What follows belongs to an exercise in optimizing a design on an open flow for small area and a short achievable clock period; a production flow would make more cautious choices.
Power is estimated from default activity; no workload was simulated.

## build 25
// float_copro
module float_copro
   (
    input  logic        clk,
    input  logic        copro_valid,
    input  logic        copro_accept,
    input  logic [10:0] copro_opcode,
    input  logic [31:0] copro_op0,
    input  logic [31:0] copro_op1,
    output logic        copro_complete,
    output logic [31:0] copro_result
    );
Size: about 1,500 cells after synthesis, roughly 14,000 sq um of cells after synthesis.
clock: 14.0 ns
lec_check: 0
cap_margin: 20
core_margin: 2
core_utilization: 65
slew_margin: 20
standard.sh (not shown) runs the stock make flow with config.mk's settings and CLKGATE_MAP_FILE= SYNTH_SCRIPT=/design/flow/synth_recipe.tcl, a recipe that flattens the netlist after the stock synthesis.
==> flow/flow/run.sh <==
#!/bin/bash
# Standard ORFS layout (the standard.sh) with these changes:
#  - after the standard synthesis, flow/fixinv.py removes the inverters that
#    Yosys's full-adder extraction leaves between adder cells (it flips the
#    polarity of adder cells, which are self-dual), and the netlist is loaded
#    from the result;
#  - ports are buffered with buf_1 cells (the standard flow picks a larger
#    delay cell); the resizer still sizes them up where timing needs it;
set -euo pipefail
MARGIN=${MARGIN:-7.8}
R=orfs/results/$FLOW_PLATFORM/float_copro/base
bash standard.sh synth > log_synth.txt 2>&1
cp $R/1_2_yosys.v $R/1_2_yosys_orig.v
python3 flow/fixinv.py $R/1_2_yosys_orig.v $R/1_2_yosys_fixinv.v > log_fixinv.txt 2>&1
python3 flow/xorbal.py $R/1_2_yosys_fixinv.v $R/1_2_yosys.v > log_xorbal.txt 2>&1
rm -f $R/1_synth.odb $R/1_synth.sdc
bash standard.sh synth > log_synth_odb.txt 2>&1
for step in floorplan place cts route finish; do
  bash standard.sh SETUP_SLACK_MARGIN=$MARGIN \
    "BUFFER_PORTS_ARGS=-buffer_cell sky130_fd_sc_hd__buf_1" $step > log_$step.txt 2>&1
done
==> flow/flow/xorbal.py <==
#!/usr/bin/env python3
"""Rebalance xor trees in a gate netlist by estimated arrival time.

ABC sees the logic between full-adder cells with every input arriving at the
same time, so the parity of the top product column (an xor of many adder
outputs) often has its latest inputs at the bottom of the tree.  This pass
finds every tree of xor2/xnor2/xor3/xnor3 cells (each inner cell feeding only
the next one), estimates when each leaf signal arrives with a coarse delay
model, and rebuilds the tree from xor2 cells, always joining the two earliest
signals (an xnor2 at the root when the parity is inverted).
Usage: xorbal.py IN.v OUT.v"""
import re, sys

LIB = "sky130_fd_sc_hd__"
OUTPINS = {"X", "Y", "Q", "Q_N", "COUT", "SUM", "HI", "LO"}

src = open(sys.argv[1]).read()
m = re.search(r"^\s*" + LIB, src, re.M)
head, body = src[:m.start()], src[m.start():]
end = body.rindex("endmodule")
tail, body = body[end:], body[:end]
inst_re = re.compile(r"\s*(" + LIB + r"\w+)\s+(\S+)\s*\((.*?)\);\s*", re.S)
pin_re = re.compile(r"\.(\w+)\(\s*(.*?)\s*\)\s*(?:,|$)", re.S)
cells, order = {}, []
pos = 0
while pos < len(body):
    mm = inst_re.match(body, pos)
    if not mm:
        if body[pos:].strip():
            sys.exit("unparsed netlist text: " + body[pos:pos + 200])
        break
    typ, name, pins = mm.groups()
    cells[name] = [typ, {p: n.strip() for p, n in pin_re.findall(pins.strip())}]
    order.append(name)
    pos = mm.end()
ports = set()
for mo in re.finditer(r"^\s*(?:output|input)\s+(\[\d+:\d+\]\s*)?(\S+)\s*;", head, re.M):
    rng, nm = mo.groups()
    if rng:
        a, b = map(int, re.findall(r"\d+", rng))
        ports.update(f"{nm}[{i}]" for i in range(min(a, b), max(a, b) + 1))
    ports.add(nm)

def base(c):
    return re.sub(r"_\d+$", "", cells[c][0][len(LIB):])

XOR = {"xor2": (["A", "B"], "X", 0), "xnor2": (["A", "B"], "Y", 1),
       "xor3": (["A", "B", "C"], "X", 0), "xnor3": (["A", "B", "C"], "X", 1)}

def build():
    drv, lds = {}, {}
    for c, (t, pm) in cells.items():
        for p, n in pm.items():
            if p in OUTPINS:
                drv[n] = (c, p)
            else:
                lds.setdefault(n, []).append((c, p))
    return drv, lds
drv, lds = build()

DELAY = {"fa": {"SUM": 0.5, "COUT": 0.42}, "ha": {"SUM": 0.3, "COUT": 0.25},
         "dfxtp": {"Q": 0.4}, "xor2": 0.2, "xnor2": 0.2, "xor3": 0.35, "xnor3": 0.35,
         "inv": 0.07, "buf": 0.15, "clkbuf": 0.15}
memo = {}
def arrival(n, depth=0):
    if n in memo:
        return memo[n]
    d = drv.get(n)
    if d is None or depth > 400:
        return 0.0
    c, p = d
    b = base(c)
    dl = DELAY.get(b, 0.2)
    if isinstance(dl, dict):
        dl = dl.get(p, 0.3)
    dl += 0.02 * len(lds.get(n, []))
    if b.startswith("dfxtp") or b.startswith("dfrtp"):
        t = dl
    else:
        t = dl + max([arrival(x, depth + 1) for q, x in cells[c][1].items()
                      if q not in OUTPINS] + [0.0])
    memo[n] = t
    return t

def is_x(c):
    return c in cells and base(c) in XOR

def inner(c):
    """c is an inner node: its output feeds exactly one load, an xor cell."""
    out = cells[c][1][XOR[base(c)][1]]
    l = lds.get(out, [])
    return out not in ports and len(l) == 1 and is_x(l[0][0])

sys.setrecursionlimit(10000)
for n in list(drv):
    arrival(n)
QUANT = 0.8
roots = [c for c in order if is_x(c) and not inner(c)]
newid = [0]
new_wires = []
changed = 0
for r in roots:
    leaves, parity, members = [], 0, []
    stack = [r]
    while stack:
        c = stack.pop()
        members.append(c)
        ins, out, inv = XOR[base(c)]
        parity ^= inv
        for p in ins:
            n = cells[c][1][p]
            d = drv.get(n)
            if d and is_x(d[0]) and inner(d[0]) and d[0] not in members:
                stack.append(d[0])
            else:
                # an inverter in front of the tree only flips its parity
                while d and d[0] in cells and base(d[0]) in ("inv", "clkinv"):
                    n = cells[d[0]][1]["A"]
                    parity ^= 1
                    d = drv.get(n)
                leaves.append(n)
    if len(leaves) < 3:
        continue
    # equal leaves cancel
    cnt = {}
    for n in leaves:
        cnt[n] = cnt.get(n, 0) + 1
    leaves = [n for n in cnt for _ in range(cnt[n] % 2)]
    if len(leaves) < 2:
        continue
    # arrival estimates are coarse: quantize them so that leaves of about the
    # same arrival are joined in balanced trees rather than chains
    items = sorted((round(arrival(n) / QUANT) * QUANT, n) for n in leaves)
    rout = cells[r][1][XOR[base(r)][1]]
    for c in members:
        del cells[c]
    while len(items) > 1:
        (t0, x), (t1, y) = items[0], items[1]
        items = items[2:]
        last = not items
        newid[0] += 1
        nm = f"_xorbal_{newid[0]}_"
        if last:
            o = rout
            typ = "xnor2_1" if parity else "xor2_1"
        else:
            o = f"_xorbal_n{newid[0]}_"
            new_wires.append(o)
            typ = "xor2_1"
        cells[nm] = [LIB + typ, {"A": x, "B": y, ("Y" if typ.startswith("xnor") else "X"): o}]
        order.append(nm)
        items.append((max(t0, t1) + 0.2, o))
        items.sort()
    changed += 1

# drop inverters left without loads
while True:
    drv, lds = build()
    dead = [c for c in cells if base(c) in ("inv", "clkinv")
            and not lds.get(cells[c][1]["Y"]) and cells[c][1]["Y"] not in ports]
    if not dead:
        break
    for c in dead:
        del cells[c]

out = [head]
for w in new_wires:
    out.append(f"  wire {w};\n")
for c in order:
    if c in cells:
        t, pm = cells[c]
        out.append(f"  {t} {c} (\n" + ",\n".join(
            f"    .{p}({n}{' ' if n.startswith(chr(92)) else ''})" for p, n in pm.items()) + "\n  );\n")
out.append(tail)
open(sys.argv[2], "w").write("".join(out))
print(f"xorbal: rebuilt {changed} xor trees", file=sys.stderr)
Other scripts of this flow, unchanged in this note and not shown: flow/flow/fixinv.py
Relative to build 25, the following input files were edited for build 83:
- swapping 65 for 40 in CORE_UTILIZATION
--- a/flow/flow/run.sh
+++ b/flow/flow/run.sh
@@ -10 +10 @@
-MARGIN=${MARGIN:-7.8}
+MARGIN=${MARGIN:-9.0}
--- a/flow/flow/xorbal.py
+++ b/flow/flow/xorbal.py
@@ -97 +96,0 @@
-QUANT = 0.8
@@ -131,3 +130 @@
-    # arrival estimates are coarse: quantize them so that leaves of about the
-    # same arrival are joined in balanced trees rather than chains
-    items = sorted((round(arrival(n) / QUANT) * QUANT, n) for n in leaves)
+    items = sorted((arrival(n), n) for n in leaves)
Results
Number of fill cells of build 83 exceeds that of build 25 by more than half. Build 25 vs build 83, capture point of the worst path: hs_r[11]$_DFF_P_ vs copro_result[24]. Build 83 ended with more setup fix buffers added after clock tree synthesis than build 25. Compared with build 25, build 83 shows a lower met3 track demand over resource in global routing. Summary of build 83 over build 25: total area of multi-input combinational cells higher; core utilization saw a decrease. Build 83 — worst hold slack 0.014 ns lower, build 25 as reference.
What build 64 does differently from build 83 at the input level:
- CORE_UTILIZATION: 40 -> 65
==> results.txt <==
Going from build 83 to build 64, number of global-route vias before repair climbed about 1.3%; via count moved up; number of buffers outside the clock class in the layout went down 10%. Proportion of power drawn by the clock network for build 64: 0.3 points down relative to build 83. Diff build 83 -> build 64 | number of nets in the finished design | decrease of 20. Diff build 83 -> build 64: overall power went down, routed metal-1 wirelength went down. Build 64 vs build 83, start point of the critical path: cy_r$_DFF_P_ vs hs_r[0]$_DFF_P_.
Relative to build 64, the following input files were edited for build 5:
- CORE_UTILIZATION now 40, was 65
--- a/flow/flow/run.sh
+++ b/flow/flow/run.sh
@@ -10 +10 @@
-MARGIN=${MARGIN:-9.0}
+MARGIN=${MARGIN:-8.3}
--- a/flow/flow/xorbal.py
+++ b/flow/flow/xorbal.py
@@ -96,0 +97 @@
+QUANT = 0.8
@@ -130 +131,3 @@
-    items = sorted((arrival(n), n) for n in leaves)
+    # arrival estimates are coarse: quantize them so that leaves of about the
+    # same arrival are joined in balanced trees rather than chains
+    items = sorted((round(arrival(n) / QUANT) * QUANT, n) for n in leaves)
Results
- Build 5 — combinational group share of total power 2.3 points lower, build 64 as reference
- Compared with build 64, build 5 shows number of cells in the design after placement that has gone up by more than 10%.
- Compared with build 64, build 5 shows a lower combinational power.
- Changes observed in build 5 relative to build 64: x dimension of the die increased 41 um, shortest clock period the worst path allows after layout increased by 0.14 ns relative to the old numbers, final cell count without fillers up 120.
No functional check of the RTL was part of any run of this note.

what the ideal ports hide:
No port has a modelled driver above. Below, the same layouts with a new extraction and two added sets of constraints.
Step 1 sets driving cells, clkbuf_16 on the clock port and buf_2 on the other inputs (assumed; they add their load-dependent delay and slew).
Step 2 also shifts input and output timing later by t, the mid clock arrival at the registers, as if the neighbouring blocks saw the same clock.
Three values: ideal, step 1, step 2; two values: the first two.
run	t (ns)	setup WS [ns]	worst register clock-pin slew, ns	cell pins on the clock port's net
build 25	0.472	8.098 / 8.086 / 8.098	0.07 / 0.07	1
build 83	0.493	8.522 / 8.468 / 8.824	0.07 / 0.07	1
build 64	0.473	8.590 / 8.540 / 8.708	0.07 / 0.07	1
build 5	0.481	8.455 / 8.438 / 8.455	0.07 / 0.07	1
After both steps setup and hold are still met in every run listed.
